From an optimization exercise on the open Yosys and OpenROAD flow, aimed at small area, a short achievable clock period and few clock cycles; shortcuts taken in it are not production practice. Function was checked by simulation only, so behaviour that the tests miss may differ from the original. Power and IR drop assume default switching activity.

Setup of red:
// zig_zag_traversal
module zig_zag_traversal (
    input clk,
    input reset,
    output reg done,
    input [5:0] ram_read_addr,
    output [7:0] ram_read_data,
    output [5:0] rom_addr,            
    input  [7:0] rom_data             
);
  reg [5:0] t;         
  reg       load;      
  reg [2:0] row, col;
  wire odd = row[0] ^ col[0];
  assign rom_addr = {row, col};
  always @(posedge clk or posedge reset) begin
    if (reset) begin
      row <= 3'd0;
      col <= 3'd0;
    end else if (!odd) begin
      if (row == 3'd7) col <= col + 3'd1;
      else begin
        row <= row + 3'd1;
        if (col != 3'd0) col <= col - 3'd1;
      end
    end else begin
      if (col == 3'd7) row <= row + 3'd1;
      else begin
        col <= col + 3'd1;
        if (row != 3'd0) row <= row - 3'd1;
      end
    end
  end
  reg  [7:0] c [0:63];
  wire [7:0] c_in [0:7];
  genvar g, h, b;
  generate
    for (h = 0; h < 8; h = h + 1) begin : ring
      assign c_in[h] = (load && t[5:3] == h) ? rom_data : c[8*h+7];
    end
  endgenerate
  integer i, j;
  always @(posedge clk) begin
    for (i = 0; i < 8; i = i + 1) begin
      c[8*i] <= c_in[i];
      for (j = 1; j < 8; j = j + 1)
        c[8*i+j] <= c[8*i+j-1];
    end
  end
  wire [7:0] v [0:63];
  generate
    for (h = 0; h < 8; h = h + 1) begin : rd
      for (g = 0; g < 7; g = g + 1) begin : pos
        assign v[8*h+g] = c[8*h+g];
  ...
export LEC_CHECK = 0
export CAP_MARGIN = 20
export CORE_MARGIN = 2
export CORE_UTILIZATION = 72
export CTS_CLUSTER_DIAMETER = 100
export CTS_CLUSTER_SIZE = 30
export SETUP_SLACK_MARGIN = 3.0
export SLEW_MARGIN = 20
export SYNTH_HIERARCHICAL = 1
export SYNTH_MINIMUM_KEEP_SIZE = 0
create_clock -name core_clock -period 7.5 [get_ports {clk}]
standard.sh (not shown) runs the stock make flow with config.mk's settings and CLKGATE_MAP_FILE= SYNTH_SCRIPT=/design/flow/synth_recipe.tcl, a recipe that flattens the netlist after the stock synthesis.
==> flow/flow/run.sh <==
#!/bin/bash
# Own flow: the standard layout, with these changes:
# - after synthesis, the read multiplexer's first-level a22oi gates, which
#   Yosys's mapper gives drive strength 2, are set to drive strength 1
#   (each drives one gate next to it); timing repair sizes up what needs it;
# - the port buffers are buf_4 cells, not the slow delay-buffer cells that
#   buffer_ports picks by default;
# - timing repair may size a cell to any strength, not just to cells of the
#   same footprint.
set -euo pipefail
cd "$(dirname "$0")/.."
bash standard.sh synth > synth.log 2>&1
openroad -no_init -exit flow/resize.tcl > resize.log 2>&1
bash standard.sh "BUFFER_PORTS_ARGS=-buffer_cell sky130_fd_sc_hd__buf_4" \
  MATCH_CELL_FOOTPRINT=0 finish > layout.log 2>&1
==> flow/flow/resize.tcl <==
# Set the read multiplexer's first-level a22oi gates to drive strength 1.
set odb orfs/results/sky130hd/zig_zag_traversal/base/1_synth.odb
read_db $odb
set block [ord::get_db_block]
set db [ord::get_db]
set m1 [$db findMaster sky130_fd_sc_hd__a22oi_1]
set n 0
foreach inst [$block getInsts] {
  if {[[$inst getMaster] getName] ne "sky130_fd_sc_hd__a22oi_2"} { continue }
  set y [$inst findITerm Y]
  set net [$y getNet]
  if {$net eq "NULL"} { continue }
  if {[string match {lvl1*} [$net getName]]} {
    $inst swapMaster $m1
    incr n
  }
}
puts "resized $n a22oi gates to drive strength 1"
write_db $odb
Per the final summary, red finished and its layout is clean on timing, DRC and antenna.
Testbench counts of red, summed over its fixed seeds: cycles 12,096.
Inputs modified between red and blue:
Settings: SETUP_SLACK_MARGIN: 3.0 -> 2.5; CORE_UTILIZATION: 72 -> 40.
==> flow/run.sh (new file) <==
#!/bin/bash
# synth_recipe.tcl (not shown) runs the flow's synth.tcl, then flattens the netlist and writes it again
# the make line also repeats each setting of config.mk as NAME=value (left out here)
make -C /OpenROAD-flow-scripts/flow DESIGN_CONFIG=/design/flow/config.mk WORK_HOME=/design/flow/orfs CLKGATE_MAP_FILE= SYNTH_SCRIPT=/design/flow/synth_recipe.tcl finish
removed: flow/flow/run.sh
removed: flow/flow/resize.tcl
removed: flow/standard.sh
- Compared with red, height of the die in blue increased by more than a quarter.
- Sort blue and red by post-route fraction of the period consumed by the critical path, descending, and blue comes first.
- Changes observed in blue relative to red: post-route core utilization shrank by 38 points; power of the sequential group comparable; summed instance area of the synthesized netlist climbed about 2.1%; combinational fraction of design power dropped 0.4 points; first-pass GRT wire length shrank by 1.9%.
- Final non-filler cell area went up by a few percent going from red to blue.
- Looking only at clock network fraction of total power, and setting everything else aside, the higher value of blue and red goes to blue.

* * *

run A:
The RTL this note starts from:
==> flow/design.v <==
`timescale 1ns / 1ps
module zig_zag_traversal (
    input clk,
    input reset,
    output reg done,
    input [5:0] ram_read_addr,
    output [7:0] ram_read_data,
    output [5:0] rom_addr,            
    input  [7:0] rom_data             
);
  reg [5:0] t;         
  reg       load;      
  reg [2:0] row, col;
  wire odd = row[0] ^ col[0];
  assign rom_addr = {row, col};
  always @(posedge clk or posedge reset) begin
    if (reset) begin
      row <= 3'd0;
      col <= 3'd0;
    end else if (!odd) begin
      if (row == 3'd7) col <= col + 3'd1;
      else begin
        row <= row + 3'd1;
        if (col != 3'd0) col <= col - 3'd1;
      end
    end else begin
      if (col == 3'd7) row <= row + 3'd1;
      else begin
        col <= col + 3'd1;
        if (row != 3'd0) row <= row - 3'd1;
      end
    end
  end
  reg  [7:0] c [0:63];
  wire [7:0] c_in [0:7];
  genvar g, h, b;
  generate
    for (h = 0; h < 8; h = h + 1) begin : ring
      assign c_in[h] = (load && t[5:3] == h) ? rom_data : c[8*h+7];
    end
  endgenerate
  integer i, j;
  always @(posedge clk) begin
    for (i = 0; i < 8; i = i + 1) begin
      c[8*i] <= c_in[i];
      for (j = 1; j < 8; j = j + 1)
        c[8*i+j] <= c[8*i+j-1];
    end
  end
  wire [7:0] v [0:63];
  generate
    for (h = 0; h < 8; h = h + 1) begin : rd
      for (g = 0; g < 7; g = g + 1) begin : pos
        assign v[8*h+g] = c[8*h+g];
      end
      assign v[8*h+7] = c_in[h];
    end
  endgenerate
  wire [2:0] a_lo = ram_read_addr[2:0];
  wire [2:0] a_hi = ram_read_addr[5:3];
  wire [2:0] t_lo = t[2:0];
  wire [7:0] ring_sel, pos_sel;
  generate
    for (g = 0; g < 8; g = g + 1) begin : dec
      wire [2:0] k_lo = t_lo - 3'd1 - g;
      zz_eq3 ul (.a(a_lo), .k(k_lo), .y(pos_sel[g]));
      assign ring_sel[g] = (a_hi == g);
    end
  endgenerate
  wire [7:0] pos [0:7];
  generate
    for (g = 0; g < 8; g = g + 1) begin : lvl1
      for (b = 0; b < 8; b = b + 1) begin : bt
        zz_sel8 u (.s(ring_sel),
                   .d({v[56+g][b], v[48+g][b], v[40+g][b], v[32+g][b],
                       v[24+g][b], v[16+g][b], v[8+g][b],  v[g][b]}),
                   .y(pos[g][b]));
      end
    end
    for (b = 0; b < 8; b = b + 1) begin : lvl2
      zz_sel8f u (.s(pos_sel),
                  .d({pos[7][b], pos[6][b], pos[5][b], pos[4][b],
                      pos[3][b], pos[2][b], pos[1][b], pos[0][b]}),
                  .y(ram_read_data[b]));
    end
  endgenerate
  always @(posedge clk or posedge reset) begin
    if (reset) begin
      t    <= 6'd0;
      done <= 1'b0;
      load <= 1'b1;
    end else begin
      t    <= t + 6'd1;
      done <= done | (t == 6'd62);
      load <= ~done;
    end
  end
endmodule
module zz_sel8 (
    input  [7:0] s,
    input  [7:0] d,
    output       y
);
  wire n0, n1, n2;
  zz_aoi222 u0 (.a1(s[0]), .a2(d[0]), .b1(s[1]), .b2(d[1]), .c1(s[2]), .c2(d[2]), .y(n0));
  zz_aoi222 u1 (.a1(s[3]), .a2(d[3]), .b1(s[4]), .b2(d[4]), .c1(s[5]), .c2(d[5]), .y(n1));
  zz_aoi22  u2 (.a1(s[6]), .a2(d[6]), .b1(s[7]), .b2(d[7]), .y(n2));
  zz_nand3  u3 (.a(n0), .b(n1), .c(n2), .y(y));
endmodule
module zz_sel8f (
    input  [7:0] s,
    input  [7:0] d,
    output       y
);
  wire n0, n1, n2, n3;
  zz_aoi22 u0 (.a1(s[0]), .a2(d[0]), .b1(s[1]), .b2(d[1]), .y(n0));
  zz_aoi22 u1 (.a1(s[2]), .a2(d[2]), .b1(s[3]), .b2(d[3]), .y(n1));
  zz_aoi22 u2 (.a1(s[4]), .a2(d[4]), .b1(s[5]), .b2(d[5]), .y(n2));
  zz_aoi22 u3 (.a1(s[6]), .a2(d[6]), .b1(s[7]), .b2(d[7]), .y(n3));
  zz_nand4 u4 (.a(n0), .b(n1), .c(n2), .d(n3), .y(y));
endmodule
module zz_eq3 (input [2:0] a, input [2:0] k, output y);
  assign y = (a == k);
endmodule
module zz_aoi222 (input a1, a2, b1, b2, c1, c2, output y);
  assign y = ~((a1 & a2) | (b1 & b2) | (c1 & c2));
endmodule
module zz_aoi22 (input a1, a2, b1, b2, output y);
  assign y = ~((a1 & a2) | (b1 & b2));
endmodule
module zz_nand3 (input a, b, c, output y);
  assign y = ~(a & b & c);
endmodule
module zz_nand4 (input a, b, c, d, output y);
  assign y = ~(a & b & c & d);
endmodule
export LEC_CHECK = 0
export CAP_MARGIN = 20
export CORE_MARGIN = 2
export CORE_UTILIZATION = 40
export CTS_CLUSTER_DIAMETER = 100
export CTS_CLUSTER_SIZE = 30
export SETUP_SLACK_MARGIN = 3.0
export SLEW_MARGIN = 20
export SYNTH_HIERARCHICAL = 1
export SYNTH_MINIMUM_KEEP_SIZE = 0
create_clock -name core_clock -period 7.5 [get_ports {clk}]
==> flow/flow/run.sh <==
#!/bin/bash
# Own flow: the standard layout, with these changes:
# - after synthesis, the read multiplexer's first-level a22oi gates, which
#   Yosys's mapper gives drive strength 2, are set to drive strength 1
#   (each drives one gate next to it); timing repair sizes up what needs it;
# - the port buffers are buf_4 cells, not the slow delay-buffer cells that
#   buffer_ports picks by default;
# - timing repair may size a cell to any strength, not just to cells of the
#   same footprint.
set -euo pipefail
cd "$(dirname "$0")/.."
bash standard.sh synth > synth.log 2>&1
openroad -no_init -exit flow/resize.tcl > resize.log 2>&1
bash standard.sh "BUFFER_PORTS_ARGS=-buffer_cell sky130_fd_sc_hd__buf_4" \
  MATCH_CELL_FOOTPRINT=0 finish > layout.log 2>&1
==> flow/flow/resize.tcl <==
# Set the read multiplexer's first-level a22oi gates to drive strength 1.
set odb orfs/results/sky130hd/zig_zag_traversal/base/1_synth.odb
read_db $odb
set block [ord::get_db_block]
set db [ord::get_db]
set m1 [$db findMaster sky130_fd_sc_hd__a22oi_1]
set n 0
foreach inst [$block getInsts] {
  if {[[$inst getMaster] getName] ne "sky130_fd_sc_hd__a22oi_2"} { continue }
  set y [$inst findITerm Y]
  set net [$y getNet]
  if {$net eq "NULL"} { continue }
  if {[string match {lvl1*} [$net getName]]} {
    $inst swapMaster $m1
    incr n
  }
}
puts "resized $n a22oi gates to drive strength 1"
write_db $odb
Run A went all the way through synthesis, placement and routing and the layout is clean on timing, DRC and antenna.
Testbench counts of run A, summed over its fixed seeds: cycles 12,096.
Setup changes, run A to run B
--- a/flow/config.mk
+++ b/flow/config.mk
@@ -9,6 +9,6 @@
 export CORE_MARGIN = 2
-export CORE_UTILIZATION = 40
+export CORE_UTILIZATION = 65
 export CTS_CLUSTER_DIAMETER = 100
 export CTS_CLUSTER_SIZE = 30
-export SETUP_SLACK_MARGIN = 3.0
+export SETUP_SLACK_MARGIN = 2.5
 export SLEW_MARGIN = 20
- Higher total wirelength of the detailed-routed design goes to run A over run B.
- Run B vs run A, count of nets after finishing went down by 29.
- Between run B and run A, the post-layout instance count excluding filler cells is higher for run A.
- Going from run A to run B, combinational power shrank by more than 10%.
- Going from run A to run B, final worst-path setup slack has decreased; clock period minus worst slack shows an increase of 0.15 ns; clock skew fell by 0.0047 ns; utilization went up by 26 points.
- [compare] base=run A new=run B: relative area of clock buffers and inverters in the final design higher, die boundary height lower.
--- input diff run B..run C ---
--- a/flow/config.mk
+++ b/flow/config.mk
@@ -9,6 +9,6 @@
 export CORE_MARGIN = 2
-export CORE_UTILIZATION = 65
+export CORE_UTILIZATION = 55
 export CTS_CLUSTER_DIAMETER = 100
 export CTS_CLUSTER_SIZE = 30
-export SETUP_SLACK_MARGIN = 2.5
+export SETUP_SLACK_MARGIN = 3.0
 export SLEW_MARGIN = 20
==> notes.md <==
Worst hold slack of run C is on par with run B.
Between run C and run B, the clock tree cell share of total cell area does not differ in any meaningful way.
Summary of run C over run B: combinational fraction of design power went up; total power picked up an extra 1.3%; met3 track utilization from global routing grew by 0.32 points; total number of clock tree sinks ~0 delta; post-layout worst setup margin higher.
Vias: run C above run B
Relative to run C, the following input files were edited for run D:
--- a/flow/config.mk
+++ b/flow/config.mk
@@ -9,6 +9,6 @@
 export CORE_MARGIN = 2
-export CORE_UTILIZATION = 55
+export CORE_UTILIZATION = 40
 export CTS_CLUSTER_DIAMETER = 100
 export CTS_CLUSTER_SIZE = 30
-export SETUP_SLACK_MARGIN = 3.0
+export SETUP_SLACK_MARGIN = 3.5
 export SLEW_MARGIN = 20
==> comparison <==
Final cell count (lower): run C. | clock power | run C vs run D | ≈ equal |. | clock period minus worst slack | higher: run D |. Compared with run C, in run D non-clock buffer count in the final layout grew by 4, utilization shrank by 17 points. | filler cell count | run D vs run C | 1,182 higher |. Relative area change from synthesis to final layout of run C is on par with run D. Run D against run C: routed wire length shrank by 5.5%, overall die area increased 37%, worst setup slack decreased 0.070 ns. Normalized max-slew margin delta for run D relative to run C: 0.40 points lower.

[afterwards: timing with drivers on the ports]
In the flow no input, the clock included, has a driving cell. The finished layouts below were timed again as built, in two steps.
Step 1 assumes that a clkbuf_16 drives the clock port and a buf_2 every other input.
Step 2 adds t to the input delays and takes it off the output delays; t is the mean of the earliest and latest rising clock arrival at the registers after step 1. Input paths then give back, and output paths get back, about the clock's delay inside the block.
a / b / c = no drivers / after step 1 / after step 2; a / b = the first two.
run | t, ns | setup slack, ns | hold slack, ns | worst setup path after step 2 | clock arrival spread, ns
red | 0.585 | 2.777 / 2.648 / 2.648 | 0.349 / 0.349 / 0.349 | input to output | 0.015 / 0.014
blue | 0.595 | 2.464 / 2.430 / 2.430 | 0.346 / 0.346 / 0.346 | input to output | 0.038 / 0.038
run A | 0.597 | 2.748 / 2.685 / 2.685 | 0.344 / 0.344 / 0.344 | input to output | 0.023 / 0.023
run B | 0.576 | 2.594 / 2.570 / 2.570 | 0.346 / 0.346 / 0.346 | input to output | 0.026 / 0.027
run C | 0.592 | 2.818 / 2.699 / 2.699 | 0.347 / 0.347 / 0.347 | input to output | 0.022 / 0.022
run D | 0.597 | 2.748 / 2.685 / 2.685 | 0.344 / 0.344 / 0.344 | input to output | 0.023 / 0.023
After both steps setup and hold are still met in every run listed. For red, which loses most, drivers alone change the setup slack by -0.129 ns; drivers and shift together by -0.129 ns.
